This design comes from an exercise in tuning for a short achievable clock period and few clock cycles on the open sky130 flow, not from production work. Where RTL was checked, it was by simulation tests only, not by an equivalence proof against the original. For runs 1 and 2, only the layout was checked, not whether the RTL still works. Power figures rest on the tool's default switching activity, not on a simulated workload.

$ cat design/flow/design.v
module alu (
  input  [31:0] a,
  input  [31:0] b2,
  input         sub,       
  input         usec,      
  input         cflag,
  input  [1:0]  lop,       
  output [31:0] result,
  output        cout,
  output        zero);
  wire        cin = usec ? cflag : sub;
  wire [33:0] sum2 = {1'b0, a, 1'b1} + {1'b0, b2, cin};
  wire [32:0] sum = sum2[33:1];
  reg  [31:0] lres;
  always @(*)
    case (lop)
      2'd1: lres = a & b2;
      2'd2: lres = a ^ b2;
      default: lres = a | b2;
    endcase
  assign result = (lop == 2'd0) ? sum[31:0] : lres;
  assign cout = sub ? ~sum[32] : sum[32];
  wire [31:0] hs = a ^ b2;
  wire [31:0] cy = {a[30:0] | b2[30:0], cin};
  wire zarith = &(hs ~^ cy);
  assign zero = (lop == 2'd0) ? zarith : ~|lres;
endmodule
module decode (
  input  [31:0] inst,
  output        isbr,
  output        isld,
  output        isst,
  output        use_rn,
  output        use_rm,
  output        use_rd,      
  output        wreg,        
  output [3:0]  wrd,
  output        setf,        
  output        setc,        
  output        sub,
  output        usec,
  output [1:0]  lop,
  output        zeroa,       
  output        useimm,
  output [31:0] imm);
  wire       b27 = inst[27];
  wire       b26 = inst[26];
  wire       i   = inst[25];
  wire [3:0] op  = inst[24:21];
  wire       s   = inst[20];
  wire       isdp = ~b27 & ~b26;
  wire       ismem = ~b27 & b26;
  assign isbr = b27;
  assign isld = ismem & inst[20];
  assign isst = ismem & ~inst[20];
  wire is_mov = (op == 4'd13);
  wire is_cmp = (op == 4'd10);
  wire is_and = (op == 4'd0);
  wire is_eor = (op == 4'd1);
  wire is_orr = (op == 4'd12);
  wire is_add = (op == 4'd4);
  wire is_adc = (op == 4'd5);
  wire is_sbc = (op == 4'd6);
  wire logic_op = is_and | is_eor | is_orr;
  assign use_rn = ismem | (isdp & ~is_mov);
  assign use_rm = (isdp & ~i) | (ismem & i);
  assign use_rd = isst;
  assign wreg = (isdp & ~is_cmp) | isld | (b27 & inst[24]);
  assign wrd = b27 ? 4'd14 : inst[15:12];
  assign setf = isdp & (s | is_cmp);
  assign setc = isdp & (s | is_cmp) & ~logic_op;
  assign sub = ismem ? ~inst[23] : (isdp & ~(is_add | is_adc | is_mov | logic_op));
  assign usec = isdp & (is_adc | is_sbc);
  assign lop = ~isdp ? 2'd0 : is_and ? 2'd1 : is_eor ? 2'd2 : is_orr ? 2'd3 : 2'd0;
  assign zeroa = isdp & is_mov;
  assign useimm = b27 | (isdp & i) | (ismem & ~i);
  assign imm = b27 ? 32'd0 : isdp ? {{24{inst[7]}}, inst[7:0]} : {20'd0, inst[11:0]};
endmodule
module armreduced(
  input clk,
  input reset,
  output [31:0] pc,
  input [31:0] inst,
  input nIRQ,
  output [3:0] be,
  output [31:0] memaddr,
  output memwrite,
  output memread,
  output [31:0] writedata,
  input [31:0] readdata);
  reg [11:2] pcf;               
  reg [32*15-1:0] rf;           
  reg zf, cf;
  reg [31:2] p_t, p_n, a_t, a_n;
  reg        p_s, a_s;
  reg        d_valid, d_pt, d_setf;
  reg [31:0] ir;
  reg [31:2] d_off2;            
  reg [11:2] d_lo;              
  reg        e_valid, e_ld, e_st, e_wreg, e_setf, e_setc, e_sub, e_usec;
  reg [1:0]  e_lop;
  reg [3:0]  e_cond, e_rd;
  reg [31:0] e_a, e_b, e_s;
  reg        e_fa, e_fb, e_fs;
  reg        m_wen, m_ld, m_st;
  reg [3:0]  m_rd;
  reg [31:0] m_res, m_sd;
  assign be = 4'b1111;
  assign memaddr = m_res;
  assign memwrite = m_st;
  assign memread = m_ld;
  assign writedata = m_sd;
  assign pc = {20'd0, pcf, 2'b00};
  wire [31:0] wdata = m_ld ? readdata : m_res;
  wire e_cok = (e_cond[3:1] == 3'b111) | (e_cond[0] ^ zf);
  wire e_exec = e_valid & e_cok;
  wire [31:0] ea = e_fa ? m_res : e_a;
  wire [31:0] eb = e_fb ? (m_res ^ {32{e_sub}}) : e_b;
  wire [31:0] es = e_fs ? wdata : e_s;
  wire [31:0] alu_res;
  wire        alu_c, alu_z;
  alu ex (.a(ea), .b2(eb), .sub(e_sub), .usec(e_usec), .cflag(cf), .lop(e_lop),
    .result(alu_res), .cout(alu_c), .zero(alu_z));
  wire e_wz = e_exec & e_setf;
  wire znext = e_wz ? alu_z : zf;    
  wire f_br, f_ld, f_st, f_urn, f_urm, f_urd, f_wreg, f_setf, f_setc, f_sub, f_usec, f_zeroa, f_useimm;
  wire [1:0] f_lop;
  wire [3:0] f_wrd;
  wire [31:0] f_imm;
  decode dec (.inst(ir), .isbr(f_br), .isld(f_ld), .isst(f_st), .use_rn(f_urn), .use_rm(f_urm),
    .use_rd(f_urd), .wreg(f_wreg), .wrd(f_wrd), .setf(f_setf), .setc(f_setc), .sub(f_sub),
    .usec(f_usec), .lop(f_lop), .zeroa(f_zeroa), .useimm(f_useimm), .imm(f_imm));
  wire [3:0] rn = ir[19:16];
  wire [3:0] rm = ir[3:0];
  wire [3:0] rd = ir[15:12];
  wire [4:0] sh = ir[11:7];
  wire [31:2] off = {{6{ir[23]}}, ir[23:0]};
  wire [31:2] d_pc8 = p_s ? p_t : p_n;
  wire [31:2] d_pc4 = p_s ? (p_t - 30'd1) : (p_n - 30'd1);
  wire [31:2] d_tgt = p_s ? (p_t + off) : (p_n + off);           
  wire [31:2] d_tgt8 = p_s ? (p_t + d_off2) : (p_n + d_off2);    
  wire [31:2] d_nxt8 = p_s ? (p_t + 30'd1) : (p_n + 30'd1);      
  wire [11:2] d_lo4 = d_lo + 10'd1;
  wire m_alu = m_wen & ~m_ld;
  wire ld_n = m_ld & m_wen & (m_rd == rn);
  wire ld_m = m_ld & m_wen & (m_rd == rm);
  wire ld_d = m_ld & m_wen & (m_rd == rd);
  wire [31:0] vn = (rn == 4'd15) ? {d_pc8, 2'b00} : (m_alu && m_rd == rn) ? m_res : rf[rn*32 +: 32];
  wire [31:0] vm = (rm == 4'd15) ? {d_pc8, 2'b00} : (m_alu && m_rd == rm) ? m_res : rf[rm*32 +: 32];
  wire [31:0] vd = (rd == 4'd15) ? {d_pc8, 2'b00} : (m_alu && m_rd == rd) ? m_res : rf[rd*32 +: 32];
  wire d_zek = (ir[31:29] == 3'b111) & (ir[27:25] == 3'b001) &
               ((ir[24:20] == 5'b00101) | (ir[24:21] == 4'd10)) &
               ~(e_valid & e_wreg & (e_rd == rn)) & ~(m_ld & m_wen & (m_rd == rn));
  wire d_ze = (vn == f_imm);
  wire [11:2]   pcf4 = pcf + 10'd1;
  wire          i_zk = ~(d_valid & d_setf) & ~(e_valid & e_setf);
  wire          i_z = (d_valid & d_setf) ? (d_zek & d_ze) : (i_zk & zf);
  wire          i_taken = inst[27] & ((inst[31:29] == 3'b111) | (inst[28] ^ i_z));
  wire [11:1]   i_tgt1 = {pcf4, 1'b1} + {inst[9:0], 1'b1};
  wire [11:2]   i_tgt = i_tgt1[11:2];
  wire e_w = e_valid & e_wreg;
  wire e_wx = e_exec & e_wreg;   
  wire hit_n = e_w & (e_rd == rn);
  wire hit_m = e_w & (e_rd == rm);
  wire nosh = (sh == 5'd0);
  wire stall = d_valid & ((f_urn & hit_n & e_ld) | (f_urm & hit_m & (e_ld | ~nosh)) |
                          (f_urm & ~f_useimm & ld_m & ~nosh));
  wire d_al = (ir[31:29] == 3'b111);
  wire taken1 = f_br & (d_al | ~ir[28]);
  wire taken0 = f_br & (d_al | ir[28]);
  wire red1 = d_valid & (taken1 != d_pt);
  wire red0 = d_valid & (taken0 != d_pt);
  wire d_taken = znext ? taken1 : taken0;
  wire d_redirect = znext ? red1 : red0;
  wire [11:2] pcf_seq = stall ? pcf : i_taken ? i_tgt : pcf4;
  wire [11:2] pcf_z1 = red1 ? (taken1 ? d_tgt[11:2] : d_lo4) : pcf_seq;
  wire [11:2] pcf_z0 = red0 ? (taken0 ? d_tgt[11:2] : d_lo4) : pcf_seq;
  integer k;
  always @(posedge clk) begin
    if (reset) begin
      pcf <= 10'd0;
      a_n <= 30'd2;
      a_s <= 1'b0;
      rf <= {(32*15){1'b0}};
      zf <= 1'b0;
      cf <= 1'b0;
      d_valid <= 1'b0;
      e_valid <= 1'b0;
      m_wen <= 1'b0;
      m_ld <= 1'b0;
      m_st <= 1'b0;
    end else begin
      if (m_wen)
        for (k = 0; k < 15; k = k + 1)
          if (m_rd == k) rf[k*32 +: 32] <= wdata;
      if (e_wz) zf <= alu_z;
      if (e_exec & e_setc) cf <= alu_c;
      m_wen <= e_exec & e_wreg;
      m_ld <= e_exec & e_ld;
      m_st <= e_exec & e_st;
      e_valid <= d_valid & ~stall & (~f_br | f_wreg);
      if (d_redirect) d_valid <= 1'b0;
      else if (!stall) d_valid <= 1'b1;
      pcf <= znext ? pcf_z1 : pcf_z0;
    end
    if (!stall) begin
      ir <= inst;
      d_off2 <= {{6{inst[23]}}, inst[23:0]} + 30'd2;
      d_pt <= i_taken;
      d_setf <= ~inst[27] & ~inst[26] & (inst[20] | (inst[24:21] == 4'd10));
      p_t <= d_valid ? d_tgt8 : a_t;
      p_n <= d_valid ? d_nxt8 : a_n;
      p_s <= d_valid ? d_taken : a_s;
      d_lo <= pcf;
    end
    if (d_valid) begin
      a_t <= d_tgt8;
      a_n <= d_nxt8;
      a_s <= d_taken;
    end
    m_rd <= e_rd;
    m_res <= alu_res;
    m_sd <= es;
    e_ld <= f_ld;
    e_st <= f_st;
    e_wreg <= f_wreg;
    e_setf <= f_setf;
    e_setc <= f_setc;
    e_sub <= f_sub;
    e_usec <= f_usec;
    e_lop <= f_lop;
    e_cond <= ir[31:28];
    e_rd <= f_wrd;
    e_a <= f_br ? {d_pc4, 2'b00} : f_zeroa ? 32'd0 : ld_n ? readdata : vn;
    e_b <= (f_useimm ? f_imm : ld_m ? readdata : (vm << sh)) ^ {32{f_sub}};
    e_s <= ld_d ? readdata : vd;
    e_fa <= e_wx & (e_rd == rn) & ~f_br & ~f_zeroa;
    e_fb <= e_wx & (e_rd == rm) & ~f_useimm;
    e_fs <= e_wx & (e_rd == rd);
  end
endmodule
$ cat design/flow/flow/run.sh
#!/bin/bash
# Standard ORFS layout, with timing repair asked to leave extra setup margin
# so that it optimises the paths beyond what the 12 ns clock requires.
set -euo pipefail
bash standard.sh SETUP_SLACK_MARGIN=8 finish > standard.log 2>&1
$ cat design/flow/standard.sh
#!/bin/bash
# synth_recipe.tcl (not shown) runs the flow's synth.tcl, then flattens the netlist and writes it again
# the make line also repeats each setting of config.mk as NAME=value (left out here)
make -C /OpenROAD-flow-scripts/flow DESIGN_CONFIG=/design/flow/config.mk WORK_HOME=/design/flow/orfs CLKGATE_MAP_FILE= SYNTH_SCRIPT=/design/flow/synth_recipe.tcl "${@:-finish}"
$ cat design/flow/config.mk
export PLATFORM = sky130hd
export DESIGN_NAME = armreduced
export DESIGN_NICKNAME = armreduced
export VERILOG_FILES = /design/flow/design.v
export SDC_FILE = /design/flow/constraint.sdc
export NUM_CORES = 4
export LEC_CHECK = 0
export CAP_MARGIN = 20
export CORE_MARGIN = 2
export CORE_UTILIZATION = 40
export SLEW_MARGIN = 20
$ cat design/flow/constraint.sdc
create_clock -name core_clock -period 12.0 [get_ports {clk}]
set_input_delay 2.4000 -clock core_clock [delete_from_list [all_inputs] [get_ports {clk}]]
set_output_delay 2.4000 -clock core_clock [all_outputs]
set_load 0.01 [all_outputs]
==> impl_results.md, run 1 <==
* First-pass GRT wire length at roughly 330 mm
* Critical Path End Type: flop
* P&R area growth vs syn at 20.9%
* CP top delay family: compound AO/OA/AOI/OAI gates
* Crit-path cells: buf_6 > buf_16 > buf_16 > nor2_4 > buf_6 > a221oi_1 > a2111oi_4 > nor3_1 > or4_1 > o22a_1 > a2111oi_4 > buf_6 > mux2i_4 > buf_12 > or3_2 > a31oi_1 > a31o_2
* Slowest-stage cell, CP: or4_1
* Drt pass-1 iters at 8
* Max FO, Critical Path at 11
* H-tree Lvls at 3
* Startpoint types: flop
* Gate Count Post-Synth at 5694
* Via count of the routed design at between 40000 and 50000
* Static Leak at 23.9 nW
* Max-Cap Viols at 0
* CTS tree: built
* Synth Area in XOR/XNOR at about 4.3%
* Total Routed Length at roughly 230 mm
* Vias per cell at around 6.4
* Worst path bufs/invs at 6
* Slew headroom at between 20 and 30%
* Design area at 66100 µm²
* Arrival time worst endpoint at between 5 and 6 ns
* Main combinational cell family by area after synthesis: multiplexers
* CTS Buf Count at 101
* I/O pins at approximately 170
* Worst-Skew Late Latency at 0.77 ns
* Starting Density at around 40%
* Worst-Margin Slew at around 1.1 ns
* Antenna Nets Post-Route at 0
* Post-Synth Adder-Cell Area at roughly 2.8%
* Die width at ~370 µm
* Hold_ws at 0.380 ns
* Crit-path most repeated cell: buf_6
* Number of global-route vias before repair at 45600
* Complex-gate fraction of the synthesized area at 19.0%
* Final hold vios at 0
* Achievable Freq at roughly 220 MHz
* Commonest non-fill, non-tap cell in the layout: nor2_1
* Clk buf depth at 3
* Hold buffers post-CTS at 0
* Post-layout min period at 4.57 ns
* VDD IR max at about 0.13 mV
* Worst Path Required at 12.68 ns
* Final Setup Violations at 0
* I/O Buffers at roughly 140
* Largest net degree at the start of global routing at 104
* Ranking of synthesized cells by area: dfxtp_1 26%, mux4_2 12%, edfxtp_1 8.8%
* Post-DP HPWL at around 140 mm
* Dpl cell area at ~58000 µm²
* HP Class: reg2reg
* Setup CP Type: reg2reg
* Top cell type's share of synthesized area at 26.0%
* Seq/Total Area, Yosys at 34.8%
* Gr usage total at around a third
* Clock skew at 0.0510 ns
* Top_reg_cell synth: dfxtp_1
* DRC viols at 0
* Die H at roughly 370 µm
* Max incr delay on CP at ~0.54 ns
* Initial drt markers at 6477
* Share of cells above drive strength 1 at a little under a quarter
* Synth Area in Simple Gates at 11.7%
* Final Util at approximately 49%
* Final period utilization at 38.1%
* Most frequent cells in the layout: 726 x nor2_1, 663 x dfxtp_1, 517 x a211oi_1, 302 x mux4_2, 298 x mux2i_1
* Clock sinks at 871
* Synthesized flop and latch total at just under 900
* EDFF count, synth at 160
* RSZ-0062 raised after global routing: yes
* Placer Congestion at between 1 and 1.5
* Final setup TNS at 0 ns
* Synth warn at 2
* Post-synth top area cell: dfxtp_1
* DIE AREA at between 100000 and 150000 µm²
* Core Region at approximately 140000 µm²
* Worst-path clk slew at 0.07 ns
* Mapped Area at roughly 55000 µm²
* CTS Root Cell: clkbuf_16
* Synth cell types at a little over 90
* Asr flop ratio synth at 0%
* Drt wl/cell at roughly 30 µm
* Multiplexer area fraction after synthesis at between 20 and 25%
* Mean Syn Cell Area at slightly below 10 µm²
* Initial antenna violation count at 4
* Core Rows at ~140
* Pwr per Cell Area at roughly 160 nW/µm²
* Outcome: complete, no violations
* Grt ovf at 0
* Fin nets at between 5000 and 6000
* Max-slew violation count at 0
synthesized netlist by cell type (54+ instances only):
master      n
a21oi_1   237
nor3_1     87
mux2i_1   336
inv_1     149
edfxtp_1  160
dfxtp_1   711
mux2_2     89
nor2b_1    77
buf_2      54
ha_1      118
mux4_2    301
a211oi_1  552
nor2_1    747
o21ai_0   229
clkbuf_1  401
a22oi_1    62
nand3_1    81
xnor2_1   193
nand2_1   267
a21o_1     66
xor2_1     75
worst paths after layout:
| kind | from | slack, ns | to | cells past startpoint |
|---|---|---|---|---|
| max | ir[16]$_DFFE_PN_ | 7.43 | pcf[3]$_SDFF_PP0_ | 17 |
| min | ir[30]$_DFFE_PN_ | 0.38 | e_cond[2]$_DFF_P_ | 0 |
| max reg2reg | ir[16]$_DFFE_PN_ | 7.43 | pcf[3]$_SDFF_PP0_ | 17 |
| min reg2reg | ir[30]$_DFFE_PN_ | 0.38 | e_cond[2]$_DFF_P_ | 0 |
routing by layer:
metal	track usage (%)	part of all wire (%)	vias to the layer above
met1	41.2	39	23900
li1	-	-	21400
met2	48.1	43	2976
met5	0	0.012	-
met3	7.32	11	704
met4	19.1	7.3	4
state kept, by name (all words and copies together) (netlist names), 2 cells and up:
name and flops:
m_sd 32, p_t 30, e_lop 2, m_rd 4, e_cond 4, e_a 32, e_rd 4, p_n 30
ir 32, d_lo 10, pcf 10, a_n 30, e_s 32, a_t 30, rf 480, d_off2 24
m_res 32, e_b 32
timing repair:
item,in CTS,in global routing
endpoints found under the setup margin,469,148
pin swaps,31,87
gates cloned,35,4
setup buffers,90,79
gates resized for setup,468,234
metrics by stage:
step	worst slack (ns)	std cells	power, W
floorplan	7.57	5718	0.00552
global placement	5.26	7237	0.00685
detailed placement	5.58	7239	0.00687
CTS	7.63	7548	0.0104
global route	7.47	7632	0.0110
finish	7.43	7635	0.0107
final cells by class:
type                            instances  area, µm²
Fill cell                           12400      69500
Timing Repair Buffer                  508       5710
Sequential cell                       871      19200
Clock buffer                          138       2890
Antenna cell                            4       10.0
Multi-Input combinational cell       4131      34900
Clock inverter                         46        598
Inverter                              156        638
Tap cell                             1781       2230
cell families (layout without fill, tap and decap cells):
group | after synthesis | count (layout)
fa+ha+maj | 122 | 122
compound gates | 1508 | 1508
xor+xnor | 268 | 268
simple gates | 1452 | 1454
other cells | 2 | 30
flops | 871 | 871
mux | 753 | 753
buf+inv | 718 | 848
where the power goes:
group	leakage, nW	internal (W)	switching [W]
registers	7.54	0.00336	0.000258
clock network	1.72	0.00193	0.00137
logic	14.7	0.00143	0.00239
==> run 2: changes to the inputs <==
--- a/design/flow/design.v
+++ b/design/flow/design.v
@@ -107,2 +107,3 @@
   reg [31:0] m_res, m_sd;
+  integer k, j;
   assign be = 4'b1111;
@@ -153,3 +154,10 @@
                ~(e_valid & e_wreg & (e_rd == rn)) & ~(m_ld & m_wen & (m_rd == rn));
-  wire d_ze = (vn == f_imm);
+  reg  [15:0] req;
+  always @(*) begin
+    for (j = 0; j < 15; j = j + 1)
+      req[j] = (rf[j*32 +: 8] == ir[7:0]) & (ir[7] ? (&rf[j*32+8 +: 24]) : ~(|rf[j*32+8 +: 24]));
+    req[15] = 1'b0;
+  end
+  wire meq = (m_res[7:0] == ir[7:0]) & (ir[7] ? (&m_res[31:8]) : ~(|m_res[31:8]));
+  wire d_ze = (m_alu && m_rd == rn) ? meq : req[rn];
   wire [11:2]   pcf4 = pcf + 10'd1;
@@ -177,3 +185,2 @@
   wire [11:2] pcf_z0 = red0 ? (taken0 ? d_tgt[11:2] : d_lo4) : pcf_seq;
-  integer k;
   always @(posedge clk) begin
==> run 2 against run 1 <==
  * Worst hold slack got worse by 0.013 ns
  * Register-to-register slack improved by 0.25 ns
  * Critical path depth unchanged
  * Non-clock buffer count decreased by 17
  * Sequential share of layout area decreased by 0.89 points
  * Final cell count increased by 6.8%
  * Clock-buffer cell count increased by 3
  * Synthesized cell count increased by 7.7%
  * Fmax increased by 5.7%
  * Die area increased by 5.3%
  * Via count increased by 8.5%
  * Combinational power increased by 5%
  * Largest cell class unchanged
  * Largest power group unchanged
==> impl_results.md, run 2 <==
* Met2 wire len at around 110 mm
* Post-DP HPWL at approximately 170 mm
* Pwr per Cell Area at between 150 and 200 nW/µm²
* Layout Cells excl Fill at 8157
* Setup CP Type: reg2reg
* Final setup TNS at 0 ns
* WL met3 at 29.7 mm
* Max-Cap Viols at 0
* Vias per cell at between 6 and 7
* Post-synth top area cell: dfxtp_1
* Top post-synthesis cells by count: 764 x nor2_1, 711 x dfxtp_1, 539 x a211oi_1
* CTS tree: built
* Crit-path most repeated cell: buf_12
* Slowest-stage cell, CP: nor4_4
* Highest Signal Layer: met5
* Number of global-route vias before repair at around 49000
* Crit-path cells: buf_12 > buf_16 > xnor2_1 > a21oi_2 > ha_4 > a22oi_2 > mux2i_2 > nor4_4 > nand4_1 > o31ai_4 > buf_12 > mux2i_4 > xor2_1 > a21o_1 > nor2_4 > buf_4 > a221o_1
* Outcome: complete, no violations
* Startpoint types: flop
* Clock skew at ~0.049 ns
* Most flops, register: rf
* Mapped Area at 57600 µm²
* Total Routed Length at about 260 mm
* HP Class: reg2reg
* Arrival time worst endpoint at 4.94 ns
* Fin nets at between 6000 and 7000
* Max incr delay on CP at roughly 0.54 ns
* Clock sinks at 871
* Worst-path clk slew at roughly 0.060 ns
* Die width at between 300 and 400 µm
* CTS Buf Count at slightly above 100
* Drt wl/cell at 31.4 µm
* Asr flop ratio synth at 0%
* I/O Buffers at between 100 and 150
* Placer Congestion at 0.998
* # placed instances at ~7800
* Antenna Nets Post-Route at 0
* Seq/Total Area, Yosys at 33.0%
* Top_reg_cell synth: dfxtp_1
* Slew headroom at around a fifth
* Gate Count Post-Synth at slightly above 6000
* Static Leak at 24.4 nW
* Final Setup Violations at 0
* EDFF count, synth at 160
* DRC viols at 0
* P&R area growth vs syn at 18.4%
* Largest net degree at the start of global routing at roughly 190
* Hold buffers post-CTS at 0
* Synthesized flop and latch total at just under 900
* Synth cell types at slightly above 100
* Core Rows at between 100 and 150
* VDD IR max at approximately 0.18 mV
* Initial drt markers at just over 7000
* Max-slew violation count at 0
* Starting Density at approximately 40%
* Top cell type's share of synthesized area at 24.7%
* Clk buf depth at 3
* Post-layout min period at 4.32 ns
* Max reg flops at 480
* Worst slack at placement at 6.36 ns
* Grt ovf at 0
* Final hold vios at 0
* Die H at roughly 380 µm
* Worst Path Required at between 10 and 15 ns
* Worst-Skew Late Latency at 0.77 ns
* H-tree Lvls at 3
* Final period utilization at between 30% and 40%
* Mean Syn Cell Area at between 9 and 10 µm²
* Achievable Freq at between 200 and 250 MHz
* Most frequent cell after synthesis: nor2_1
* Ranking of synthesized cells by area: dfxtp_1 25%, mux4_2 13%, edfxtp_1 8.3%
* I/O pins at about 170
* Via count of the routed design at 53200
* CTS Root Cell: clkbuf_16
* Max FO, Critical Path at 7
* Drt pass-1 iters at 9
* DIE AREA at approximately 150000 µm²
* First-pass GRT wire length at around 360 mm
* Most frequent cells in the layout: 747 x nor2_1, 661 x dfxtp_1, 533 x a211oi_1, 330 x mux4_2, 282 x nand2_1
* Initial antenna violation count at 11
* RSZ-0062 raised after global routing: yes
* PnR worst setup slack at approximately 7.7 ns
* Gr usage total at 33.4%
* Critical Path End Type: flop
* Share of cells above drive strength 1 at about 22%
* Worst-Margin Slew at between 1 and 1.5 ns
* Synth warn at 2
* Commonest non-fill, non-tap cell in the layout: nor2_1
* Wire length on met1 at ~98 mm
* Core Region at ~140000 µm²
run 2: cell type report:
| type | count | area (µm²) |
|---|---|---|
| fillers | 13300 | 75000 |
| multi-input cells | 4548 | 37500 |
| flip-flops and latches | 871 | 19200 |
| repair buffers | 491 | 4960 |
| clock buffers | 141 | 2990 |
| well taps | 1903 | 2380 |
| inverters | 148 | 619 |
| clock inverters | 52 | 609 |
| diodes | 3 | 7.51 |
run 2: metal layers:
metal | global-route usage, % | vias to the layer above
li1 | - | 23100
met1 | 42.3 | 26100
met2 | 50.4 | 3249
met3 | 10.0 | 716
met4 | 19.5 | 10
met5 | 0 | -
run 2: critical path: cells and delay by family (launching register included):
kind / cells / cell delay [ns]
xor+xnor: 2 / 0.31
flops: 1 / 0.37
simple gates: 3 / 0.98
mux: 2 / 0.36
fa+ha+maj: 1 / 0.26
compound gates: 5 / 1.30
buf+inv: 4 / 0.61
run 2: cell families (layout without fill, tap and decap cells):
group | Yosys count | after routing | share of synthesized area (%)
other | 2 | 29 | 0.0130
AOI/OAI and AO/OA | 1475 | 1475 | 17.5
adders and majority gates | 123 | 123 | 2.72
muxes | 784 | 784 | 21.1
buffers and inverters | 738 | 832 | 5.64
DFF | 871 | 871 | 33.0
and+or+nand+nor | 1763 | 1765 | 14.2
xor gates and xnor gates | 375 | 375 | 5.72
run 2: power breakdown:
part / internal [W] / switching, W
clock: 0.00197 / 0.00140
combinational: 0.00153 / 0.00247
sequential: 0.00335 / 0.000255
run 2: worst paths after layout:
path / end / startpoint / slack (ns) / depth (start not counted)
setup / recovery: pcf[8]$_SDFF_PP0_ / e_sub$_DFF_P_ / 7.68 / 17
hold / removal: e_cond[1]$_DFF_P_ / ir[29]$_DFFE_PN_ / 0.37 / 0
setup reg to reg: pcf[8]$_SDFF_PP0_ / e_sub$_DFF_P_ / 7.68 / 17
hold reg to reg: e_cond[1]$_DFF_P_ / ir[29]$_DFFE_PN_ / 0.37 / 0
run 2: stage by stage:
stage	area [µm²]	power (W)	util (%)	hold WS (ns)
2_1_floorplan	57900	0.00554	-	0.339
3_3_place_gp	60400	0.00685	42.1	0.347
3_5_place_dp	60400	0.00688	42.1	0.355
4_1_cts	67100	0.0107	46.8	0.368
5_1_grt	68300	0.0113	47.6	0.375
6_report	68300	0.0110	47.6	0.367
run 2: timing repair:
action                                  4_1_cts  5_1_grt
pin swaps                                    61       60
endpoints found under the setup margin      454      240
cloned                                       19        6
resized for setup                           454      157
setup buffers                               145       41
==> run 3: changes to the inputs <==
--- a/design/flow/design.v
+++ b/design/flow/design.v
@@ -95,3 +95,3 @@
   reg        p_s, a_s;
-  reg        d_valid, d_pt, d_setf;
+  reg        d_valid, d_pt, d_exact, d_setf, stall_r;
   reg [31:0] ir;
@@ -125,3 +125,2 @@
   wire e_wz = e_exec & e_setf;
-  wire znext = e_wz ? alu_z : zf;    
   wire f_br, f_ld, f_st, f_urn, f_urm, f_urd, f_wreg, f_setf, f_setc, f_sub, f_usec, f_zeroa, f_useimm;
@@ -137,2 +136,3 @@
   wire [4:0] sh = ir[11:7];
+  wire nosh = (sh == 5'd0);
   wire [31:2] off = {{6{ir[23]}}, ir[23:0]};
@@ -162,25 +162,30 @@
   wire d_ze = (m_alu && m_rd == rn) ? meq : req[rn];
-  wire [11:2]   pcf4 = pcf + 10'd1;
-  wire          i_zk = ~(d_valid & d_setf) & ~(e_valid & e_setf);
-  wire          i_z = (d_valid & d_setf) ? (d_zek & d_ze) : (i_zk & zf);
-  wire          i_taken = inst[27] & ((inst[31:29] == 3'b111) | (inst[28] ^ i_z));
-  wire [11:1]   i_tgt1 = {pcf4, 1'b1} + {inst[9:0], 1'b1};
-  wire [11:2]   i_tgt = i_tgt1[11:2];
-  wire e_w = e_valid & e_wreg;
-  wire e_wx = e_exec & e_wreg;   
-  wire hit_n = e_w & (e_rd == rn);
-  wire hit_m = e_w & (e_rd == rm);
-  wire nosh = (sh == 5'd0);
-  wire stall = d_valid & ((f_urn & hit_n & e_ld) | (f_urm & hit_m & (e_ld | ~nosh)) |
-                          (f_urm & ~f_useimm & ld_m & ~nosh));
+  wire stall = d_valid & stall_r;
   wire d_al = (ir[31:29] == 3'b111);
-  wire taken1 = f_br & (d_al | ~ir[28]);
-  wire taken0 = f_br & (d_al | ir[28]);
-  wire red1 = d_valid & (taken1 != d_pt);
-  wire red0 = d_valid & (taken0 != d_pt);
-  wire d_taken = znext ? taken1 : taken0;
-  wire d_redirect = znext ? red1 : red0;
+  wire taken_z = f_br & (d_al | (ir[28] ^ zf));
+  wire d_taken = d_exact ? d_pt : taken_z;
+  wire d_redirect = d_valid & ~d_exact & ~stall_r & (taken_z != d_pt);
+  wire [11:2] pcf4 = pcf + 10'd1;
+  wire i_al = (inst[31:29] == 3'b111);
+  wire i_zk = ~(d_valid & d_setf) & ~(e_valid & e_setf);
+  wire i_zx = (d_valid & d_setf) ? d_zek : i_zk;      
+  wire i_z = (d_valid & d_setf) ? (d_zek & d_ze) : (i_zk & zf);
+  wire i_taken = inst[27] & (i_al | (inst[28] ^ i_z));
+  wire i_exact = ~inst[27] | i_al | i_zx;
+  wire [11:1] i_tgt1 = {pcf4, 1'b1} + {inst[9:0], 1'b1};
+  wire [11:2] i_tgt = i_tgt1[11:2];
+  wire i_dp = ~inst[27] & ~inst[26];
+  wire i_mem = ~inst[27] & inst[26];
+  wire i_urn = i_mem | (i_dp & (inst[24:21] != 4'd13));
+  wire i_urm = (i_dp & ~inst[25]) | (i_mem & inst[25]);
+  wire i_nosh = (inst[11:7] == 5'd0);
+  wire [3:0] i_rn = inst[19:16];
+  wire [3:0] i_rm = inst[3:0];
+  wire to_e = d_valid & ~stall & (~f_br | f_wreg);
+  wire s_a = (to_e & f_wreg & ((f_ld & ((i_urn & (i_rn == f_wrd)) | (i_urm & (i_rm == f_wrd)))) |
+                               (i_urm & ~i_nosh & (i_rm == f_wrd)))) |
+             (e_exec & e_ld & e_wreg & i_urm & ~i_nosh & (i_rm == e_rd)) |
+             (~i_exact & to_e & d_setf);
+  wire s_b = e_exec & e_ld & e_wreg & f_urm & ~nosh & (rm == e_rd);
   wire [11:2] pcf_seq = stall ? pcf : i_taken ? i_tgt : pcf4;
-  wire [11:2] pcf_z1 = red1 ? (taken1 ? d_tgt[11:2] : d_lo4) : pcf_seq;
-  wire [11:2] pcf_z0 = red0 ? (taken0 ? d_tgt[11:2] : d_lo4) : pcf_seq;
   always @(posedge clk) begin
@@ -188,2 +193,3 @@
       pcf <= 10'd0;
+      a_t <= 30'd0;
       a_n <= 30'd2;
@@ -194,2 +200,3 @@
       d_valid <= 1'b0;
+      stall_r <= 1'b0;
       e_valid <= 1'b0;
@@ -207,6 +214,12 @@
       m_st <= e_exec & e_st;
-      e_valid <= d_valid & ~stall & (~f_br | f_wreg);
+      e_valid <= to_e;
       if (d_redirect) d_valid <= 1'b0;
       else if (!stall) d_valid <= 1'b1;
-      pcf <= znext ? pcf_z1 : pcf_z0;
+      stall_r <= stall ? s_b : s_a;
+      pcf <= d_redirect ? (taken_z ? d_tgt[11:2] : d_lo4) : pcf_seq;
+      if (d_valid) begin
+        a_t <= d_tgt8;
+        a_n <= d_nxt8;
+        a_s <= d_taken;
+      end
     end
@@ -216,2 +229,3 @@
       d_pt <= i_taken;
+      d_exact <= i_exact;
       d_setf <= ~inst[27] & ~inst[26] & (inst[20] | (inst[24:21] == 4'd10));
@@ -221,7 +235,2 @@
       d_lo <= pcf;
-    end
-    if (d_valid) begin
-      a_t <= d_tgt8;
-      a_n <= d_nxt8;
-      a_s <= d_taken;
     end
@@ -243,5 +252,5 @@
     e_s <= ld_d ? readdata : vd;
-    e_fa <= e_wx & (e_rd == rn) & ~f_br & ~f_zeroa;
-    e_fb <= e_wx & (e_rd == rm) & ~f_useimm;
-    e_fs <= e_wx & (e_rd == rd);
+    e_fa <= e_exec & e_wreg & (e_rd == rn) & ~f_br & ~f_zeroa;
+    e_fb <= e_exec & e_wreg & (e_rd == rm) & ~f_useimm;
+    e_fs <= e_exec & e_wreg & (e_rd == rd);
   end
==> run 3 against run 2 <==
  * Still clean
  * Clock power down 2%
  * Synthesized cell count is 0.65% higher
  * Critical path depth decreased by 14
  * Design area fell by 1.7%
  * Sequential share of layout area up 0.097 points
  * Global-route usage shrank 1.2 points
  * Area after synthesis up 0.23%
  * Die area up 0.23%
==> impl_results.md, run 3 <==
* Post-synth top area cell: dfxtp_1
* Static Leak at ~24 nW
* Seq/Total Area, Yosys at about 33%
* Die width at a little under 400 µm
* CTS tree: built
* DIE AREA at between 100000 and 150000 µm²
* Layout Cells excl Fill at between 8000 and 9000
* Mean Syn Cell Area at approximately 9.4 µm²
* Final hold vios at 0
* Max FO, Critical Path at 16
* Most flops, register: rf
* Most frequent cells in the layout: 788 x nor2_1, 692 x dfxtp_1, 536 x a211oi_1, 351 x mux4_2, 287 x nand2_1
* Hold_ws at between 0.3 and 0.4 ns
* Clk pwr share at about 31%
* Clk buf depth at 3
* Worst-Margin Slew at around 1.2 ns
* Synth cell types at about 100
* Largest net degree at the start of global routing at approximately 190
* PnR worst setup slack at roughly 7.9 ns
* Slowest-stage cell, CP: mux2i_2
* Critical Path End Type: flop
* Final Util at 46.8%
* VDD IR max at between 0.15 and 0.2 mV
* Via count of the routed design at between 50000 and 60000
* EDFF count, synth at 130
* Final period utilization at between 30% and 40%
* Clock skew at a little under 0.09 ns
* Worst-path clk slew at 0.06 ns
* Arrival time worst endpoint at roughly 4.6 ns
* Max-slew violation count at 0
* Startpoint types: input pin
* Hold Crit Endpoint: e_cond[1]$_DFF_P_
* Hold Path Stages at 0
* Slew headroom at around a fifth
* Outcome: complete, no violations
* Grt ovf at 0
* Drt pass-1 iters at 6
* R2R cell count at 13
* Starting Density at between 40% and 50%
* Worst R2R Setup Slack at between 7 and 8 ns
* Post-layout min period at about 4 ns
* Final Setup Violations at 0
* P&R area growth vs syn at 16.1%
* Crit-path cells: clkdlybuf4s50_1 > mux2i_2 > a21oi_1
* Core Region at 143000 µm²
* Vias per cell at around 6.5
* CTS Root Cell: clkbuf_16
* Reg2reg start: ir[2]$_DFFE_PN_
* Synthesized flop and latch total at approximately 870
* I/O pins at about 170
* R2R Path End: e_b[30]$_DFF_P_
* HP Class: reg2reg
* Sw frac at a little under two fifths
* Antenna Nets Post-Route at 0
* CTS Buf Count at 99
* Worst hold start: ir[29]$_DFFE_PN_
* Initial antenna violation count at 10
* Top_reg_cell synth: dfxtp_1
* Top post-synthesis cells by count: 805 x nor2_1, 743 x dfxtp_1, 547 x a211oi_1
* Number of global-route vias before repair at approximately 48000
* Commonest non-fill, non-tap cell in the layout: nor2_1
* # placed instances at between 7000 and 8000
* Fin nets at about 6300
* Drt wl/cell at 30.5 µm
* Achievable Freq at ~240 MHz
* Max reg flops at 480
* Placer Congestion at roughly 1.0
* RSZ-0062 raised after global routing: yes
* Post-DP HPWL at ~170 mm
* Gate Count Post-Synth at just over 6000
* Pint at ~0.0066 W
* Die H at about 380 µm
* Max incr delay on CP at between 0.9 and 1 ns
* Ranking of synthesized cells by area: dfxtp_1 26%, mux4_2 14%, a211oi_1 7.1%
* Worst slack at placement at 6.32 ns
* DRC viols at 0
* Worst Path Required at roughly 13 ns
* Hold buffers post-CTS at 0
* I/O Buffers at ~140
* Clock sinks at 873
* Mapped Area at between 50000 and 60000 µm²
* Initial drt markers at about 7300
* Final setup TNS at 0 ns
* Comb power frac at between 30% and 40%
* Most frequent cell after synthesis: nor2_1
* Share of cells above drive strength 1 at 20.3%
* Top cell type's share of synthesized area at between 20% and 30%
* Max-Cap Viols at 0
* Asr flop ratio synth at 0%
* Setup CP Type: in2reg
* Core Rows at about 140
* Switching Power at 0.00394 W
* First-pass GRT wire length at ~350 mm
* Gr usage total at between 30% and 40%
* Total Routed Length at between 200 and 250 mm
* Synth warn at 2
* H-tree Lvls at 3
* Worst-Skew Late Latency at around 0.8 ns
* Register share of total power at 32.9%
* Pwr per Cell Area at 157 nW/µm²
[run 3: cell count changes in the layout (fill, tap and decap cells not counted), moves of 24 or more]
cell and change:
nand3_1 -38, a221o_1 -28, a21oi_1 +27, dfxtp_1 +31
a21o_1 -40, buf_4 -33, xnor2_1 +45, mux2i_1 -24
edfxtp_1 -30, nor2b_1 +75, nor2_1 +41
[run 3: cell type report]
cell class | count | area, µm²
diodes | 1 | 2.50
clock buffers | 133 | 2800
clock inverters | 49 | 689
fillers | 13500 | 76400
inverters | 139 | 567
multi-input cells | 4586 | 37300
flip-flops and latches | 873 | 18900
well taps | 1903 | 2380
repair buffers | 434 | 4420
[run 3: per-stage QoR]
step / total power (W) / area (µm²)
after floorplan: 0.00549 / 57900
after global placement: 0.00672 / 60400
after detailed placement: 0.00675 / 60400
after CTS: 0.0103 / 65900
after global routing: 0.0109 / 67100
final: 0.0105 / 67100
[run 3: power by group through the flow]
stage / sequential, W / clock (W) / combinational (W)
after detailed placement: 0.00366 / 0 / 0.00308
after CTS: 0.00346 / 0.00331 / 0.00349
after floorplan: 0.00343 / 0 / 0.00205
after global routing: 0.00349 / 0.00343 / 0.00394
final: 0.00347 / 0.00329 / 0.00377
after global placement: 0.00366 / 0 / 0.00306
[run 3: repair_timing]
item / 4_1_cts / 5_1_grt
gates resized for setup: 382 / 135
setup endpoints to repair: 308 / 165
cloned: 13 / 10
pin swaps: 35 / 39
setup buffers: 73 / 54
[run 3: worst max-delay path by stage]
stage,depth (start not counted),start,to,slack [ns]
detailed placement,12,inst[2],pcf[11]$_SDFFE_PP0P_,6.32
global route,14,inst[1],pcf[11]$_SDFFE_PP0P_,7.82
finish,3,readdata[0],m_sd[0]$_DFF_P_,7.90
global placement,12,inst[2],pcf[11]$_SDFFE_PP0P_,6.34
CTS,14,inst[1],pcf[11]$_SDFFE_PP0P_,7.91
floorplan,12,inst[1],pcf[11]$_SDFFE_PP0P_,7.40
[run 3: critical path: cells and delay by family]
family | cells | cell delay (ns)
multiplexers | 1 | 0.99
buffers and inverters | 1 | 0.67
AO/OA/AOI/OAI | 1 | 0.53
[run 3: logic make-up after synthesis]
kind of cell / share of synthesized area [%]
mux: 21.2
simple gates: 14.7
xor+xnor: 6.19
compound gates: 17.1
flops: 32.5
fa+ha+maj: 2.75
buf+inv: 5.60
other cells: 0.0130
[run 3: layer usage]
layer / track usage [%] / routed length, µm / up-vias
met4: 16.3 / 15100 / 12
met1: 41.8 / 94500 / 25700
met2: 48.4 / 108000 / 3323
li1: - / - / 23000
met3: 9.65 / 30400 / 643
met5: 0 / 79 / -
Testbench counts of run 3, summed over its fixed seeds: cycles 35,345.
==> run 4: changes to the inputs <==
--- a/design/flow/design.v
+++ b/design/flow/design.v
@@ -103,3 +103,3 @@
   reg [31:0] e_a, e_b, e_s;
-  reg        e_fa, e_fb, e_fs;
+  reg        e_fa, e_fb, e_fsa, e_fsl;
   reg        m_wen, m_ld, m_st;
@@ -107,5 +107,6 @@
   reg [31:0] m_res, m_sd;
+  reg [31:0] m_addr;            
   integer k, j;
   assign be = 4'b1111;
-  assign memaddr = m_res;
+  assign memaddr = m_addr;
   assign memwrite = m_st;
@@ -119,3 +120,3 @@
   wire [31:0] eb = e_fb ? (m_res ^ {32{e_sub}}) : e_b;
-  wire [31:0] es = e_fs ? wdata : e_s;
+  wire [31:0] es = e_fsl ? readdata : e_fsa ? m_res : e_s;
   wire [31:0] alu_res;
@@ -189,3 +190,4 @@
   wire s_b = e_exec & e_ld & e_wreg & f_urm & ~nosh & (rm == e_rd);
-  wire [11:2] pcf_seq = stall ? pcf : i_taken ? i_tgt : pcf4;
+  wire        sel_it = ~d_redirect & ~stall & i_taken;
+  wire [11:2] pcf_oth = d_redirect ? (taken_z ? d_tgt[11:2] : d_lo4) : stall ? pcf : pcf4;
   always @(posedge clk) begin
@@ -218,3 +220,3 @@
       stall_r <= stall ? s_b : s_a;
-      pcf <= d_redirect ? (taken_z ? d_tgt[11:2] : d_lo4) : pcf_seq;
+      pcf <= sel_it ? i_tgt : pcf_oth;
       if (d_valid) begin
@@ -238,3 +240,4 @@
     m_res <= alu_res;
-    m_sd <= es;
+    if (e_exec & (e_ld | e_st)) m_addr <= alu_res;
+    if (e_exec & e_st) m_sd <= es;
     e_ld <= f_ld;
@@ -249,4 +252,4 @@
     e_rd <= f_wrd;
-    e_a <= f_br ? {d_pc4, 2'b00} : f_zeroa ? 32'd0 : ld_n ? readdata : vn;
-    e_b <= (f_useimm ? f_imm : ld_m ? readdata : (vm << sh)) ^ {32{f_sub}};
+    e_a <= (ld_n & ~f_br & ~f_zeroa) ? readdata : f_br ? {d_pc4, 2'b00} : f_zeroa ? 32'd0 : vn;
+    e_b <= (ld_m & ~f_useimm) ? (readdata ^ {32{f_sub}}) : ((f_useimm ? f_imm : (vm << sh)) ^ {32{f_sub}});
     e_s <= ld_d ? readdata : vd;
@@ -254,3 +257,4 @@
     e_fb <= e_exec & e_wreg & (e_rd == rm) & ~f_useimm;
-    e_fs <= e_exec & e_wreg & (e_rd == rd);
+    e_fsa <= e_exec & e_wreg & (e_rd == rd) & ~e_ld;
+    e_fsl <= e_exec & e_wreg & (e_rd == rd) & e_ld;
   end
==> run 4 against run 3 <==
  * Clock power up 3%
  * First-iteration DRC count rose by 4.6%
  * Non-clock buffer count fell by 29
  * Die area is 2.9% higher
  * Sequential cell count is 33 higher
  * Power shrank 0.53%
  * Design area grew 2.2%
  * Critical path type is now reg2reg
  * Highest routed layer unchanged
==> impl_results.md, run 4 <==
* Post-synth top area cell: dfxtp_1
* Placer Congestion at 1.02
* Vias per cell at 6.60
* Total Routed Length at ~260 mm
* DRC viols at 0
* Grt ovf at 0
* Achievable Freq at 246 MHz
* Commonest non-fill, non-tap cell in the layout: nor2_1
* Worst-Margin Slew at 1.18 ns
* Worst-path clk slew at roughly 0.06 ns
* FILL cells at between 10000 and 15000
* Clock sinks at about 900
* Starting Density at around two fifths
* Worst Path Required at between 10 and 15 ns
* Worst R2R Setup Slack at 7.94 ns
* Most flops, register: rf
* Share of cells above drive strength 1 at roughly 18%
* Synth cell types at 95
* Synth warn at 2
* DIE AREA at around 150000 µm²
* VDD IR max at approximately 0.14 mV
* CTS tree: built
* Slew headroom at roughly a fifth
* Drt pass-1 iters at 6
* Via count of the routed design at around 55000
* Clk buf depth at 3
* CTS Root Cell: clkbuf_16
* RSZ-0062 raised after global routing: yes
* Initial antenna violation count at 10
* Pwr per Cell Area at approximately 150 nW/µm²
* P&R area growth vs syn at 15.3%
* HP Class: reg2reg
* Most frequent cells in the layout: 748 x nor2_1, 680 x dfxtp_1, 525 x a211oi_1, 354 x nand2_1, 343 x mux4_2
* I/O pins at between 150 and 200
* Post-DP HPWL at 181 mm
* Number of global-route vias before repair at 49900
* Core Rows at approximately 140
* R2R Path End: pcf[3]$_SDFFE_PP0P_
* Reg2reg start: ir[17]$_DFFE_PN_
* Ranking of synthesized cells by area: dfxtp_1 24%, mux4_2 13%, edfxtp_1 9.8%
* Design area at 68600 µm²
* Top_reg_cell synth: dfxtp_1
* Die H at between 300 and 400 µm
* Final Util at a little under half
* Synthesized flop and latch total at about 910
* Outcome: complete, no violations
* Largest net degree at the start of global routing at about 230
* Antenna Nets Post-Route at 0
* Gate Count Post-Synth at approximately 6300
* Final Setup Violations at 0
* Max FO, Critical Path at 30
* Final hold vios at 0
* Top cell type's share of synthesized area at a little under a quarter
* Max-slew violation count at 0
* Worst-Skew Late Latency at roughly 0.78 ns
* Post-layout min period at a little over 4 ns
* Dpl cell area at roughly 62000 µm²
* Asr flop ratio synth at 0%
* Static Leak at 24.4 nW
* Setup CP Type: reg2reg
* H-tree Lvls at 3
* Initial drt markers at about 7600
* Final setup TNS at 0 ns
* Mean Syn Cell Area at between 9 and 10 µm²
* R2R cell count at 9
* Drt wl/cell at between 30 and 40 µm
* Mapped Area at about 60000 µm²
* Top post-synthesis cells by count: 764 x nor2_1, 712 x dfxtp_1, 530 x a211oi_1
* Worst Setup SP: ir[17]$_DFFE_PN_
* Seq/Total Area, Yosys at roughly a third
* Critical path endpoint: pcf[3]$_SDFFE_PP0P_
* Core Region at roughly 150000 µm²
* Most frequent cell after synthesis: nor2_1
* Startpoint types: flop
* Critical Path End Type: flop
* Arrival time worst endpoint at ~4.7 ns
* I/O Buffers at approximately 140
* Clock skew at slightly below 0.06 ns
* Fin nets at roughly 6400
* Gr usage total at between 30% and 40%
* Max reg flops at 480
* Max-Cap Viols at 0
* EDFF count, synth at between 150 and 200
* First-pass GRT wire length at 370 mm
* CTS Buf Count at 103
* Die width at between 300 and 400 µm
* Final period utilization at around a third
[run 4: cell types whose count changed after synthesis, moves of 34 or more]
cell      change
nand2_1      +70
mux2_2       -34
xnor2_1      -56
edfxtp_1     +64
nor2_1       -41
xor2_1       +45
o21ai_0      +64
[run 4: worst min-delay path by stage]
stage                     slack (ns)             start  cells after the start           endpoint
after global placement          0.35  ir[29]$_DFFE_PN_                      0  e_cond[1]$_DFF_P_
after floorplan                 0.34  ir[29]$_DFFE_PN_                      0  e_cond[1]$_DFF_P_
final                           0.36  ir[29]$_DFFE_PN_                      0  e_cond[1]$_DFF_P_
after global routing            0.37  ir[29]$_DFFE_PN_                      0  e_cond[1]$_DFF_P_
after detailed placement        0.35  ir[29]$_DFFE_PN_                      0  e_cond[1]$_DFF_P_
after CTS                       0.36  ir[29]$_DFFE_PN_                      0  e_cond[1]$_DFF_P_
[run 4: cell type report]
| class | count | area [µm²] | area share [%] |
|---|---|---|---|
| multi-input cells | 4684 | 37700 | 55.0 |
| flip-flops and latches | 906 | 20100 | 29.4 |
| repair buffers | 405 | 4160 | 6.06 |
| clock buffers | 131 | 2860 | 4.18 |
| well taps | 1930 | 2410 | 3.52 |
| clock inverters | 63 | 733 | 1.07 |
| inverters | 141 | 564 | 0.823 |
| diodes | 4 | 10.0 | 0.0146 |
[run 4: worst max-delay path, stage by stage (launching register included)]
cell and delay, ns:
edfxtp_1 0.33, buf_4 0.48, or2b_2 0.39, nor4_1 0.68
a41oi_2 0.41, a21oi_2 0.32, a31oi_4 0.15, or3_4 0.43
or3_1 0.39, a311oi_2 0.27
[run 4: timing repair]
action,CTS,global route
resized for setup,294,155
hold buffers,0,0
cloned,13,7
buffers inserted,40,42
pin swaps,34,54
setup endpoints to repair,214,79
[run 4: power breakdown]
group,internal (W),switching (W),total [W]
combinational,0.00117,0.00211,0.00328
sequential,0.00342,0.000366,0.00379
clock,0.00196,0.00144,0.00340
[run 4: stage by stage]
stage,power (W),hold WS [ns],worst slack [ns],cells
after floorplan,0.00551,0.339,7.78,6329
after global placement,0.00669,0.347,6.52,7963
after detailed placement,0.00673,0.348,6.49,7963
after CTS,0.0102,0.361,8.00,8210
after global routing,0.0108,0.365,7.93,8260
final,0.0105,0.359,7.94,8264
[run 4: cells by family (layout without fill, tap and decap cells)]
family,Yosys count,in the layout,share of synthesized area [%]
mux,764,764,20.4
buf+inv,739,740,5.37
compound gates,1493,1493,17.1
other cells,2,30,0.0126
simple gates,1883,1883,14.9
flops,906,906,33.8
xor+xnor,394,394,5.80
fa+ha+maj,124,124,2.67
[run 4: routing by layer]
metal / vias to the layer above / GRT usage [%] / share of wire (%)
li1: 23600 / - / -
met1: 26400 / 41.9 / 37
met2: 3656 / 49.3 / 42
met3: 869 / 8.93 / 12
met4: 10 / 24.1 / 8.9
met5: - / 0 / 0.022
Testbench counts of run 4, summed over its fixed seeds: cycles 35,345.
==> run 5: changes to the inputs <==
--- a/design/flow/flow/run.sh
+++ b/design/flow/flow/run.sh
@@ -4,2 +4,2 @@
 set -euo pipefail
-bash standard.sh SETUP_SLACK_MARGIN=8 finish > standard.log 2>&1
+bash standard.sh SETUP_SLACK_MARGIN=9 finish > standard.log 2>&1
==> run 5 against run 4 <==
  * Via count increased by 7.3%
  * Setup slack improved by 0.031 ns
  * Synthesized cell count is the same
==> impl_results.md, run 5 <==
* Critical Path End Type: flop
* Asr flop ratio synth at 0%
* Final period utilization at 33.6%
* Worst Setup SP: e_fa$_DFF_P_
* Mapped Area at about 59000 µm²
* Mean Syn Cell Area at between 9 and 10 µm²
* CTS Root Cell: clkbuf_16
* Most flops, register: rf
* Hold Path Stages at 0
* Most frequent cells in the layout: 717 x nor2_1, 678 x dfxtp_1, 455 x a211oi_2, 373 x buf_4, 346 x mux4_2
* Die width at 390 µm
* Fin nets at approximately 6800
* Core Region at around 150000 µm²
* Final Setup Violations at 0
* Post-synth top area cell: dfxtp_1
* Design area at between 70000 and 80000 µm²
* EDFF count, synth at slightly below 200
* Pwr per Cell Area at 149 nW/µm²
* Max reg flops at 480
* Most frequent cell after synthesis: nor2_1
* Post-layout min period at 4.03 ns
* Max-slew violation count at 0
* Starting Density at 40.3%
* Reg2reg start: e_fa$_DFF_P_
* Core Rows at about 140
* Via count of the routed design at approximately 60000
* Worst slack at placement at 6.40 ns
* Outcome: complete, no violations
* Slew headroom at between 20% and 30%
* Drt wl/cell at between 30 and 40 µm
* PnR worst setup slack at 7.97 ns
* Top post-synthesis cells by count: 764 x nor2_1, 712 x dfxtp_1, 530 x a211oi_1
* Placer Congestion at 1.01
* Gate Count Post-Synth at between 6000 and 7000
* Worst-path clk slew at 0.07 ns
* Slowest-stage cell, CP: or4b_4
* H-tree Lvls at 3
* R2R Path End: zf$_SDFFE_PP0P_
* Ranking of synthesized cells by area: dfxtp_1 24%, mux4_2 13%, edfxtp_1 9.8%
* DIE AREA at 152000 µm²
* Vias per cell at 6.76
* Antenna Nets Post-Route at 0
* Worst-Skew Late Latency at approximately 0.80 ns
* Layout Cells excl Fill at 8659
* Gr usage total at 36.7%
* Drt pass-1 iters at 6
* Worst hold start: ir[29]$_DFFE_PN_
* Critical path endpoint: zf$_SDFFE_PP0P_
* Final setup TNS at 0 ns
* CTS tree: built
* Worst R2R Setup Slack at roughly 8.0 ns
* Arrival time worst endpoint at between 4 and 5 ns
* I/O Buffers at 141
* CTS Buf Count at 105
* Grt ovf at 0
* Dpl cell area at around 65000 µm²
* Clk buf depth at 3
* Top_reg_cell synth: dfxtp_1
* Crit-path cells: buf_12 > mux2i_4 > inv_2 > ha_4 > a22oi_2 > mux2_4 > nor3b_4 > nand4b_1 > or4b_4 > or4b_4 > a221oi_2
* R2R cell count at 11
* Largest net degree at the start of global routing at roughly 90
* Share of cells above drive strength 1 at between 30% and 40%
* Post-DP HPWL at 186 mm
* Worst Path Required at ~13 ns
* Top cell type's share of synthesized area at around a quarter
* Clock skew at around 0.061 ns
* Worst-Margin Slew at approximately 1.2 ns
* Static Leak at 28.4 nW
* Setup CP Type: reg2reg
* Final hold vios at 0
* Achievable Freq at between 200 and 250 MHz
* Number of global-route vias before repair at around 54000
* Total Routed Length at between 200 and 300 mm
* Crit-path most repeated cell: or4b_4
* Die H at about 400 µm
* Initial antenna violation count at 12
* Synthesized flop and latch total at ~910
* I/O pins at 169
* Max incr delay on CP at around 0.63 ns
* VDD IR max at 0.136 mV
* First-pass GRT wire length at 405 mm
* Initial drt markers at around 8400
* Commonest non-fill, non-tap cell in the layout: nor2_1
* Max FO, Critical Path at 7
* DRC viols at 0
* RSZ-0062 raised after global routing: yes
* HP Class: reg2reg
* # placed instances at between 7000 and 8000
* Seq/Total Area, Yosys at between 30% and 40%
* FILL cells at roughly 13000
* Synth warn at 2
* Startpoint types: flop
* Synth cell types at 95
* P&R area growth vs syn at 33.7%
* Max-Cap Viols at 0
* Clock sinks at slightly above 900
-- run 5: cell types whose count changed in the layout (fill, tap and decap cells not counted), sizes merged, moves of 8 or more --
cell	delta
clkdlybuf4s50	-51
buf	+454
bufbuf	+18
clkinv	-9
clkbuf	+29
dlygate4sd2	-49
clkinvlp	-8
-- run 5: area by class of cell --
type	count	area (µm²)	area share, %
antenna	9	22.5	0.0283
clock buffer	154	3090	3.89
clock inverter	38	440	0.554
inverter	141	626	0.787
multi-input combinational	4686	43600	54.9
sequential	906	20200	25.4
tap	1930	2410	3.04
timing repair buffer	795	9140	11.5
-- run 5: repair_timing --
item,in CTS,in global routing
buffers inserted,323,143
hold buffers,0,0
pin swaps,205,219
gates resized for setup,1189,411
setup endpoints to repair,860,480
cloned,45,10
-- run 5: how the worst min path moves through the flow --
stage	end	slack (ns)
6_report	e_cond[1]$_DFF_P_	0.37
5_1_grt	e_cond[1]$_DFF_P_	0.37
4_1_cts	e_cond[1]$_DFF_P_	0.36
3_5_place_dp	e_cond[1]$_DFF_P_	0.35
3_3_place_gp	e_cond[1]$_DFF_P_	0.35
2_1_floorplan	e_cond[1]$_DFF_P_	0.34
-- run 5: per-layer routing --
metal | share of wire, % | vias up | wire (µm) | track usage (%)
met5 | 0.095 | - | 278 | 0.415
met4 | 9.7 | 22 | 28200 | 28.4
met3 | 12 | 1195 | 36200 | 12.2
met2 | 42 | 4062 | 123000 | 54.1
met1 | 36 | 28800 | 104000 | 44.1
li1 | - | 24400 | - | -
-- run 5: logic make-up (layout without fill, tap and decap cells) --
| logic type | after synthesis | count (layout) | synth area share [%] |
|---|---|---|---|
| AO/OA/AOI/OAI | 1493 | 1493 | 17.1 |
| other | 2 | 35 | 0.0126 |
| adder cells (fa/ha/maj) | 124 | 124 | 2.67 |
| XOR/XNOR | 394 | 394 | 5.80 |
| flip-flops | 906 | 906 | 33.8 |
| multiplexers | 764 | 764 | 20.4 |
| AND/OR/NAND/NOR | 1883 | 1885 | 14.9 |
| buffers and inverters | 739 | 1128 | 5.37 |
-- run 5: critical path, delay by kind of cell, from the launching register on --
kind / cells / cell delay [ns]
AOI/OAI and AO/OA: 2 / 0.38
DFF: 1 / 0.47
adders and majority gates: 1 / 0.25
and+or+nand+nor: 4 / 2.05
buffers and inverters: 2 / 0.24
muxes: 2 / 0.52
-- run 5: power breakdown --
group	leakage, nW	internal (W)	switching [W]
sequential	7.83	0.00343	0.000345
combinational	18.8	0.00196	0.00274
clock	1.73	0.00194	0.00145
-- run 5: stage by stage --
step / hold WS (ns) / util (%) / total power (W)
CTS: 0.364 / 51.8 / 0.0113
finish: 0.366 / 53.9 / 0.0119
detailed placement: 0.349 / 44.2 / 0.00701
floorplan: 0.339 / - / 0.00600
global route: 0.371 / 53.9 / 0.0121
global placement: 0.346 / 44.2 / 0.00698
==> run 6: changes to the inputs <==
--- a/design/flow/design.v
+++ b/design/flow/design.v
@@ -9,3 +9,3 @@
   output        cout,
-  output        zero);
+  output [7:0]  zpart);    
   wire        cin = usec ? cflag : sub;
@@ -24,4 +24,9 @@
   wire [31:0] cy = {a[30:0] | b2[30:0], cin};
-  wire zarith = &(hs ~^ cy);
-  assign zero = (lop == 2'd0) ? zarith : ~|lres;
+  wire [31:0] zbit = (lop == 2'd0) ? (hs ~^ cy) : ~lres;
+  genvar g;
+  generate
+    for (g = 0; g < 8; g = g + 1) begin : zp
+      assign zpart[g] = &zbit[g*4 +: 4];
+    end
+  endgenerate
 endmodule
@@ -93,2 +98,5 @@
   reg zf, cf;
+  reg m_setz;                   
+  reg [7:0] m_zp;               
+  wire zfe = m_setz ? (&m_zp) : zf;    
   reg [31:2] p_t, p_n, a_t, a_n;
@@ -97,2 +105,4 @@
   reg [31:0] ir;
+  reg [15:0] oh_n;              
+  reg [14:0] hi0, hi1;          
   reg [31:2] d_off2;            
@@ -116,3 +126,3 @@
   wire [31:0] wdata = m_ld ? readdata : m_res;
-  wire e_cok = (e_cond[3:1] == 3'b111) | (e_cond[0] ^ zf);
+  wire e_cok = (e_cond[3:1] == 3'b111) | (e_cond[0] ^ zfe);
   wire e_exec = e_valid & e_cok;
@@ -122,5 +132,6 @@
   wire [31:0] alu_res;
-  wire        alu_c, alu_z;
+  wire        alu_c;
+  wire [7:0]  alu_zp;
   alu ex (.a(ea), .b2(eb), .sub(e_sub), .usec(e_usec), .cflag(cf), .lop(e_lop),
-    .result(alu_res), .cout(alu_c), .zero(alu_z));
+    .result(alu_res), .cout(alu_c), .zpart(alu_zp));
   wire e_wz = e_exec & e_setf;
@@ -140,6 +151,7 @@
   wire [31:2] d_pc8 = p_s ? p_t : p_n;
-  wire [31:2] d_pc4 = p_s ? (p_t - 30'd1) : (p_n - 30'd1);
-  wire [31:2] d_tgt = p_s ? (p_t + off) : (p_n + off);           
-  wire [31:2] d_tgt8 = p_s ? (p_t + d_off2) : (p_n + d_off2);    
-  wire [31:2] d_nxt8 = p_s ? (p_t + 30'd1) : (p_n + 30'd1);      
+  wire [31:2] ps = {30{p_s}};
+  wire [31:2] d_pc4 = (ps & (p_t - 30'd1)) | (~ps & (p_n - 30'd1));
+  wire [31:2] d_tgt = (ps & (p_t + off)) | (~ps & (p_n + off));           
+  wire [31:2] d_tgt8 = (ps & (p_t + d_off2)) | (~ps & (p_n + d_off2));    
+  wire [31:2] d_nxt8 = (ps & (p_t + 30'd1)) | (~ps & (p_n + 30'd1));      
   wire [11:2] d_lo4 = d_lo + 10'd1;
@@ -158,3 +170,3 @@
     for (j = 0; j < 15; j = j + 1)
-      req[j] = (rf[j*32 +: 8] == ir[7:0]) & (ir[7] ? (&rf[j*32+8 +: 24]) : ~(|rf[j*32+8 +: 24]));
+      req[j] = (rf[j*32 +: 8] == ir[7:0]) & (ir[7] ? hi1[j] : hi0[j]);
     req[15] = 1'b0;
@@ -162,6 +174,6 @@
   wire meq = (m_res[7:0] == ir[7:0]) & (ir[7] ? (&m_res[31:8]) : ~(|m_res[31:8]));
-  wire d_ze = (m_alu && m_rd == rn) ? meq : req[rn];
+  wire d_ze = (m_alu && m_rd == rn) ? meq : |(req & oh_n);
   wire stall = d_valid & stall_r;
   wire d_al = (ir[31:29] == 3'b111);
-  wire taken_z = f_br & (d_al | (ir[28] ^ zf));
+  wire taken_z = f_br & (d_al | (ir[28] ^ zfe));
   wire d_taken = d_exact ? d_pt : taken_z;
@@ -172,3 +184,3 @@
   wire i_zx = (d_valid & d_setf) ? d_zek : i_zk;      
-  wire i_z = (d_valid & d_setf) ? (d_zek & d_ze) : (i_zk & zf);
+  wire i_z = (d_valid & d_setf) ? (d_zek & d_ze) : (i_zk & zfe);
   wire i_taken = inst[27] & (i_al | (inst[28] ^ i_z));
@@ -199,3 +211,6 @@
       rf <= {(32*15){1'b0}};
+      hi0 <= {15{1'b1}};
+      hi1 <= {15{1'b0}};
       zf <= 1'b0;
+      m_setz <= 1'b0;
       cf <= 1'b0;
@@ -210,4 +225,9 @@
         for (k = 0; k < 15; k = k + 1)
-          if (m_rd == k) rf[k*32 +: 32] <= wdata;
-      if (e_wz) zf <= alu_z;
+          if (m_rd == k) begin
+            rf[k*32 +: 32] <= wdata;
+            hi0[k] <= ~(|wdata[31:8]);
+            hi1[k] <= &wdata[31:8];
+          end
+      zf <= zfe;
+      m_setz <= e_wz;
       if (e_exec & e_setc) cf <= alu_c;
@@ -229,2 +249,4 @@
       ir <= inst;
+      for (k = 0; k < 16; k = k + 1)
+        oh_n[k] <= (inst[19:16] == k);
       d_off2 <= {{6{inst[23]}}, inst[23:0]} + 30'd2;
@@ -240,2 +262,3 @@
     m_res <= alu_res;
+    m_zp <= alu_zp;
     if (e_exec & (e_ld | e_st)) m_addr <= alu_res;
==> run 6 against run 5 <==
  * Die area up 7.0%
  * Setup slack better by 0.18 ns
  * Largest cell class unchanged
  * Power up 0.71%
==> impl_results.md, run 6 <==
* Critical Path End Type: flop
* Vias per cell at approximately 6.5
* Worst R2R Setup Slack at 8.15 ns
* Synth cell types at between 90 and 100
* Final setup TNS at 0 ns
* Post-DP HPWL at ~170 mm
* Crit-path cells: buf_12 > buf_16 > mux2i_2 > inv_1 > ha_4 > and4_4 > nand4_1 > nor2_1 > a311oi_2 > buf_4 > a211oi_4 > a41o_1 > a221o_1 > a31oi_4 > xor2_4 > o21ai_1
* Worst Path Required at about 13 ns
* Max-Cap Viols at 0
* Clock sinks at 960
* Clk buf depth at 3
* # placed instances at between 8000 and 9000
* Final Util at between 50% and 60%
* Startpoint types: flop
* Asr flop ratio synth at 0%
* Post-synth top area cell: dfxtp_1
* Share of cells above drive strength 1 at between 30% and 40%
* Clock skew at between 0.04 and 0.05 ns
* Synth warn at 2
* Layout Cells excl Fill at between 9000 and 10000
* Via count of the routed design at about 60000
* HP Class: reg2reg
* RSZ-0062 raised after global routing: yes
* Final hold vios at 0
* Setup CP Type: reg2reg
* Drt wl/cell at 30.2 µm
* Gr usage total at 33.0%
* Fin nets at ~7300
* Static Leak at 28.7 nW
* FILL cells at between 10000 and 15000
* I/O pins at 169
* Die H at about 400 µm
* Slowest-stage cell, CP: dfxtp_4
* Most frequent cells in the layout: 851 x nor2_1, 706 x dfxtp_1, 465 x nand2_1, 378 x buf_4, 374 x a211oi_2
* CTS tree: built
* Commonest non-fill, non-tap cell in the layout: nor2_1
* Tot Pwr at 0.0119 W
* R2R cell count at 16
* Max FO, Critical Path at 8
* DRC viols at 0
* Final period utilization at about a third
* Top post-synthesis cells by count: 888 x nor2_1, 751 x dfxtp_1, 537 x a211oi_1
* Core Region at approximately 160000 µm²
* Largest net degree at the start of global routing at 89
* Most flops, register: rf
* Ranking of synthesized cells by area: dfxtp_1 24%, mux4_2 13%, edfxtp_1 9.9%
* Pwr per Cell Area at between 100 and 150 nW/µm²
* Outcome: complete, no violations
* Synthesized flop and latch total at 960
## run 6: cell types whose count changed after synthesis, moves of 41 or more
| cell | delta |
|---|---|
| o211ai_1 | +41 |
| xnor2_1 | +117 |
| a21oi_1 | +94 |
| nor2_1 | +124 |
| clkbuf_1 | +103 |
| nand4_1 | -62 |
| nor4_1 | -89 |
| nand2_1 | +130 |
| mux2i_1 | -69 |
| and2_1 | +55 |
| xor2_1 | -48 |
## run 6: power by group
part | switching [W] | internal [W] | total [W]
Sequential | 0.000415 | 0.00357 | 0.00398
Combinational | 0.00260 | 0.00184 | 0.00444
Clock | 0.00150 | 0.00203 | 0.00352
## run 6: cell type report
type | count | area, µm² | area share (%)
clock buffers | 144 | 3020 | 3.67
inverters | 152 | 614 | 0.746
clock inverters | 56 | 684 | 0.832
flip-flops and latches | 960 | 21400 | 26.0
diodes | 7 | 17.5 | 0.0213
well taps | 2072 | 2590 | 3.15
repair buffers | 759 | 8440 | 10.3
multi-input cells | 5118 | 45500 | 55.3
## run 6: logic make-up after synthesis
| group | after synthesis | share of synthesized area (%) |
|---|---|---|
| other | 2 | 0.0118 |
| AO/OA/AOI/OAI | 1695 | 17.9 |
| adder cells (fa/ha/maj) | 164 | 3.29 |
| XOR/XNOR | 463 | 6.37 |
| multiplexers | 744 | 19.2 |
| AND/OR/NAND/NOR | 2019 | 14.3 |
| flip-flops | 960 | 33.4 |
| buffers and inverters | 845 | 5.53 |
## run 6: worst min-delay path by stage
| stage | from | to | slack [ns] | cells past startpoint |
|---|---|---|---|---|
| after CTS | ir[29]$_DFFE_PN_ | e_cond[1]$_DFF_P_ | 0.34 | 0 |
| after global placement | ir[29]$_DFFE_PN_ | e_cond[1]$_DFF_P_ | 0.34 | 0 |
| after global routing | ir[29]$_DFFE_PN_ | e_cond[1]$_DFF_P_ | 0.35 | 0 |
| after floorplan | ir[29]$_DFFE_PN_ | e_cond[1]$_DFF_P_ | 0.34 | 0 |
| final | ir[29]$_DFFE_PN_ | e_cond[1]$_DFF_P_ | 0.36 | 0 |
| after detailed placement | ir[29]$_DFFE_PN_ | e_cond[1]$_DFF_P_ | 0.36 | 0 |
## run 6: what timing repair did
action / 4_1_cts / 5_1_grt
endpoints found under the setup margin: 950 / 582
pin swaps: 231 / 219
gates cloned: 44 / 12
buffers inserted: 330 / 100
gates resized for setup: 1330 / 358
## run 6: per-layer routing
layer  up-vias  part of all wire (%)  global-route usage [%]
li1      25900                     -                       -
met1     29500                    38                    42.2
met2      3929                    44                    50.1
met3       996                    11                    7.58
met4        12                   7.6                    21.3
met5         -                 0.025                       0
## run 6: worst max-delay path, delay by kind of cell, from the launching register on
kind	cells	cell delay (ns)
adder cells (fa/ha/maj)	1	0.30
AO/OA/AOI/OAI	6	1.16
AND/OR/NAND/NOR	3	0.65
buffers and inverters	4	0.59
XOR/XNOR	1	0.34
flip-flops	1	0.44
multiplexers	1	0.24
## run 6: metrics by stage
| stage | cell area (µm²) | setup slack, ns |
|---|---|---|
| 2_1_floorplan | 68000 | 7.87 |
| 3_3_place_gp | 68900 | 6.09 |
| 3_5_place_dp | 68900 | 6.08 |
| 4_1_cts | 79700 | 8.21 |
| 5_1_grt | 82300 | 8.09 |
| 6_report | 82300 | 8.15 |
Testbench counts of run 6, summed over its fixed seeds: cycles 35,345.

Re-timed with assumed drivers on the ports (clkbuf_16 on the clock, buf_2 on other inputs), run 6 has 8.149 ns of setup slack against 8.149 ns with ideal ports, and 7.619 ns once port delays also move by the mid clock arrival of 0.844 ns.
